Source: an optimization exercise on an open RTL-to-GDS flow (aim: small area, a short achievable clock period and few clock cycles per item). Production flows keep margins and buffers that such runs may drop.
RTL that was checked went through simulation tests only; none was proved equivalent to the original.
Power figures rest on the tool's default switching activity, not on a simulated workload.

==> flow/design.v (excerpt) <==
module float_add_module
  (
   input         clk,
   input         rstn,
   input  [31:0] a,
   input  [31:0] b,
   output [31:0] result,
   input         start_sig,
   output [3:0]  done_sig
   );
For scale: ~100 I/O pins, ~0.0092 sq mm of cells after synthesis.
export LEC_CHECK = 0
export ABC_AREA = 1
export CAP_MARGIN = 20
export CORE_MARGIN = 2
export CORE_UTILIZATION = 55
export SLEW_MARGIN = 20
create_clock -name core_clock -period 10.0 [get_ports {clk}]
standard.sh (not shown) runs the stock make flow with config.mk's settings and CLKGATE_MAP_FILE= SYNTH_SCRIPT=/design/flow/synth_recipe.tcl, a recipe that flattens the netlist after the stock synthesis.
==> flow/flow/run.sh <==
#!/bin/bash
# The standard layout (the standard.sh), with two changes:
#  * ADDER_MAP_FILE is empty, so synthesis does not extract full and half
#    adder cells; ABC maps the adders' prefix networks as ordinary logic
#  * the port buffers are plain buffers (sky130_fd_sc_hd__buf_2) instead of
#    the delay cells buffer_ports picks by default
# All of make's output goes to flow_make.log here; ORFS keeps its own
# per-step logs under orfs/logs.
set -euo pipefail
cd "$(dirname "$0")/.."
bash standard.sh "ADDER_MAP_FILE=" \
  "BUFFER_PORTS_ARGS=-buffer_cell sky130_fd_sc_hd__buf_2" finish > flow_make.log 2>&1
The baseline completed with no timing, DRC or antenna violations.
Next try:
--- a/flow/config.mk
+++ b/flow/config.mk
@@ -11 +11 @@
-export CORE_UTILIZATION = 55
+export CORE_UTILIZATION = 40
What happened: The new run finished clean. Die area rose by 36%. Cell area rose by 1.3%. Hold slack barely changes.
Next try:
--- a/flow/config.mk
+++ b/flow/config.mk
@@ -11,0 +12 @@
+export SETUP_SLACK_MARGIN = 1.5
Critical path depth is unchanged.
Power is unchanged.
Die area stays the same.
Final area does not change.
Worst setup slack stays the same.
No run of this note included a check of the RTL's function; only the layout flow was run.

---

== build 88 ==
float_add_module, a different RTL version from the one above (not shown whole).
For scale: roughly 37 flip-flops, roughly 100 I/O pins, roughly 7600 sq um of cells after synthesis.
Settings: LEC_CHECK=0, ABC_AREA=1, CAP_MARGIN=20, CORE_MARGIN=2, CORE_UTILIZATION=40, SETUP_SLACK_MARGIN=3.5, SLEW_MARGIN=20; clock period 10.0 ns.
==> flow/flow/run.sh <==
#!/bin/bash
# The standard layout (the standard.sh), with three changes:
#  * synthesis runs flow/synth_abc.tcl: the standard flow's own synthesis script, except
#    that ABC maps with flow/abc.script (delay-targeted mapping with area
#    recovery) instead of ORFS's abc_area.script
#  * ADDER_MAP_FILE is empty, so synthesis does not extract full and half
#    adder cells; ABC maps the adders' prefix networks as ordinary logic
#  * the port buffers are plain buffers (sky130_fd_sc_hd__buf_2) instead of
#    the delay cells buffer_ports picks by default
# All of make's output goes to flow_make.log here; ORFS keeps its own
# per-step logs under orfs/logs.
set -euo pipefail
cd "$(dirname "$0")/.."
W=$(pwd)
export MY_ABC_SCRIPT="$W/flow/abc.script"
export FLOW_SYNTH_TCL="$W/synth_recipe.tcl"
bash standard.sh "ADDER_MAP_FILE=" \
  "BUFFER_PORTS_ARGS=-buffer_cell sky130_fd_sc_hd__buf_2" \
  "SYNTH_SCRIPT=$W/flow/synth_abc.tcl" finish > flow_make.log 2>&1
==> flow/flow/abc.script <==
strash
dch
map -D 3500
topo
stime -c
buffer -c
upsize -c
dnsize -c
==> flow/flow/synth_abc.tcl <==
# The standard flow's synthesis script (synth_recipe.tcl, which runs ORFS's synth.tcl) with
# one change: ABC maps the logic with flow/abc.script, a delay-targeted
# mapping with area recovery, instead of ORFS's own abc_area.script.
# Registers are not touched by ABC (no -dff), so they keep their names.
proc abc {args} {
  set i [lsearch -exact $args -script]
  if {$i >= 0} { lset args [expr {$i + 1}] $::env(MY_ABC_SCRIPT) }
  yosys abc {*}$args
}
source $::env(FLOW_SYNTH_TCL)
Build 88: done, clean on timing, DRC and antenna
Testbench counts of build 88, summed over its fixed seeds: cycles 4,096, items 2,048.
The inputs of build 58 differ from those of build 88 as listed below.
Settings: SETUP_SLACK_MARGIN no longer set, was 3.5.
==> flow/flow/run.sh <==
#!/bin/bash
# The standard layout (the standard.sh), with two changes:
#  * ADDER_MAP_FILE is empty, so synthesis does not extract full and half
#    adder cells; ABC maps the adders' prefix networks as ordinary logic
#  * the port buffers are plain buffers (sky130_fd_sc_hd__buf_2) instead of
#    the delay cells buffer_ports picks by default
# All of make's output goes to flow_make.log here; ORFS keeps its own
# per-step logs under orfs/logs.
set -euo pipefail
cd "$(dirname "$0")/.."
bash standard.sh "ADDER_MAP_FILE=" \
  "BUFFER_PORTS_ARGS=-buffer_cell sky130_fd_sc_hd__buf_2" finish > flow_make.log 2>&1
removed: flow/flow/abc.script
removed: flow/flow/synth_abc.tcl
Between build 88 and build 58, setup slack increased. Combined area of the multi-input logic cells in build 58 is 510 sq um below build 88. Build 58 against build 88: final hold slack held steady; number of vias per cell after detailed routing shrank by about 7%; first-pass GRT wire length shrank by 1.2%; clock power shrank by about 3%; non-clock inverter count in the final layout grew by 13%.
### build 58 -> build 37
diff --git a/flow/flow/run.sh b/flow/flow/run.sh
--- a/flow/flow/run.sh
+++ b/flow/flow/run.sh
@@ -2 +2,4 @@
-# The standard layout (the standard.sh), with two changes:
+# The standard layout (the standard.sh), with three changes:
+#  * synthesis runs flow/synth_abc.tcl: the standard flow's own synthesis script, except
+#    that ABC maps with flow/abc.script (delay-targeted mapping with area
+#    recovery) instead of ORFS's abc_area.script
@@ -10,0 +14,3 @@
+W=$(pwd)
+export MY_ABC_SCRIPT="$W/flow/abc.script"
+export FLOW_SYNTH_TCL="$W/synth_recipe.tcl"
@@ -12 +18,2 @@
-  "BUFFER_PORTS_ARGS=-buffer_cell sky130_fd_sc_hd__buf_2" finish > flow_make.log 2>&1
+  "BUFFER_PORTS_ARGS=-buffer_cell sky130_fd_sc_hd__buf_2" \
+  "SYNTH_SCRIPT=$W/flow/synth_abc.tcl" finish > flow_make.log 2>&1
==> flow/flow/abc.script (new file) <==
strash
dch
map -D 3500
topo
stime -c
buffer -c
upsize -c
dnsize -c
==> flow/flow/synth_abc.tcl (new file) <==
# The standard flow's synthesis script (synth_recipe.tcl, which runs ORFS's synth.tcl) with
# one change: ABC maps the logic with flow/abc.script, a delay-targeted
# mapping with area recovery, instead of ORFS's own abc_area.script.
# Registers are not touched by ABC (no -dff), so they keep their names.
proc abc {args} {
  set i [lsearch -exact $args -script]
  if {$i >= 0} { lset args [expr {$i + 1}] $::env(MY_ABC_SCRIPT) }
  yosys abc {*}$args
}
source $::env(FLOW_SYNTH_TCL)
==> comparison <==
Between build 37 and build 58, it is build 37 whose worst setup slack is lower, by 1420 ps.
The simple-gate area share of the yosys netlist in build 37 was lower than what build 58 gave.
The total wire length after detailed routing of build 37 was superior to that of build 58.
Comparing build 58 with build 37, the antenna diode instance count came out essentially unchanged.
Changes observed in build 37 relative to build 58: clock period minus final worst setup slack increased by 1420 ps relative to the old numbers; combinational power decreased by about 3% relative to the old numbers; headroom to the max-slew limit decreased by 18 points relative to the old numbers; total global routing track utilization increased by 0.93 points relative to the old numbers.
## Diff of input files: build 32 against build 37
Settings: SETUP_SLACK_MARGIN now 3.0, previously not set.
==> flow/flow/run.sh <==
#!/bin/bash
# The standard layout (the standard.sh), with two changes:
#  * ADDER_MAP_FILE is empty, so synthesis does not extract full and half
#    adder cells; ABC maps the adders' prefix networks as ordinary logic
#  * the port buffers are plain buffers (sky130_fd_sc_hd__buf_2) instead of
#    the delay cells buffer_ports picks by default
# All of make's output goes to flow_make.log here; ORFS keeps its own
# per-step logs under orfs/logs.
set -euo pipefail
cd "$(dirname "$0")/.."
bash standard.sh "ADDER_MAP_FILE=" \
  "BUFFER_PORTS_ARGS=-buffer_cell sky130_fd_sc_hd__buf_2" finish > flow_make.log 2>&1
removed: flow/flow/abc.script
removed: flow/flow/synth_abc.tcl
- The x dimension of the die in build 32 was higher than what build 37 gave.
- Build 32: sequential share of layout area is 1.1 points lower than what build 37 reported.
- Build 37 → build 32: final clock period utilization by the worst path went down 20 points; sum of net half-perimeters after detailed placement went up 14%; total buffers and inverters traversed by the critical path went down 2; leakage power of the design went up 35%.
- Relative to build 37, detailed-route wire length per cell has decreased by 3.6% in build 32.
- Summary: with build 37 as the reference, switching power of the nets in build 32 moved up by a little under 10%.
- Comparing build 32 and build 37, cell area is higher on build 32.
- The placed instance area in build 32 sits 1000 sq um above the value recorded for build 37.

[afterwards: timing with drivers on the ports]
Ports are ideal in the flow. The routed layouts listed here were re-timed in OpenROAD. Step 1 sets driving cells, clkbuf_16 on the clock port and buf_2 on the other inputs (assumed; they add their load-dependent delay and slew). Step 2 times the ports against the registers' clock, not the clock port: input delays grow and output delays shrink by t, the midpoint of the rising clock arrivals with the driver on. Three values: ideal ports, drivers, drivers and shift; two values: the first two.
| run | t, ns | slack for setup (ns) | hold slack, ns |
|---|---|---|---|
| the first run of note 1 | 0.314 | 2.588 / 2.552 / 2.866 | 0.399 / 0.399 / 0.399 |
| the second run of note 1 | 0.311 | 2.606 / 2.570 / 2.882 | 0.400 / 0.400 / 0.400 |
| the third run of note 1 | 0.311 | 2.606 / 2.570 / 2.882 | 0.400 / 0.400 / 0.400 |
| build 88 | 0.314 | 2.816 / 2.779 / 3.092 | 0.402 / 0.402 / 0.402 |
| build 58 | 0.314 | 2.835 / 2.798 / 3.112 | 0.402 / 0.402 / 0.402 |
| build 37 | 0.314 | 1.417 / 1.380 / 1.694 | 0.402 / 0.402 / 0.402 |
| build 32 | 0.314 | 3.404 / 3.367 / 3.269 | 0.402 / 0.402 / 0.402 |
After both steps setup and hold are still met in every run listed. The setup slack of build 32, which loses most, moves by -0.037 ns with the drivers and by -0.135 ns with both steps.
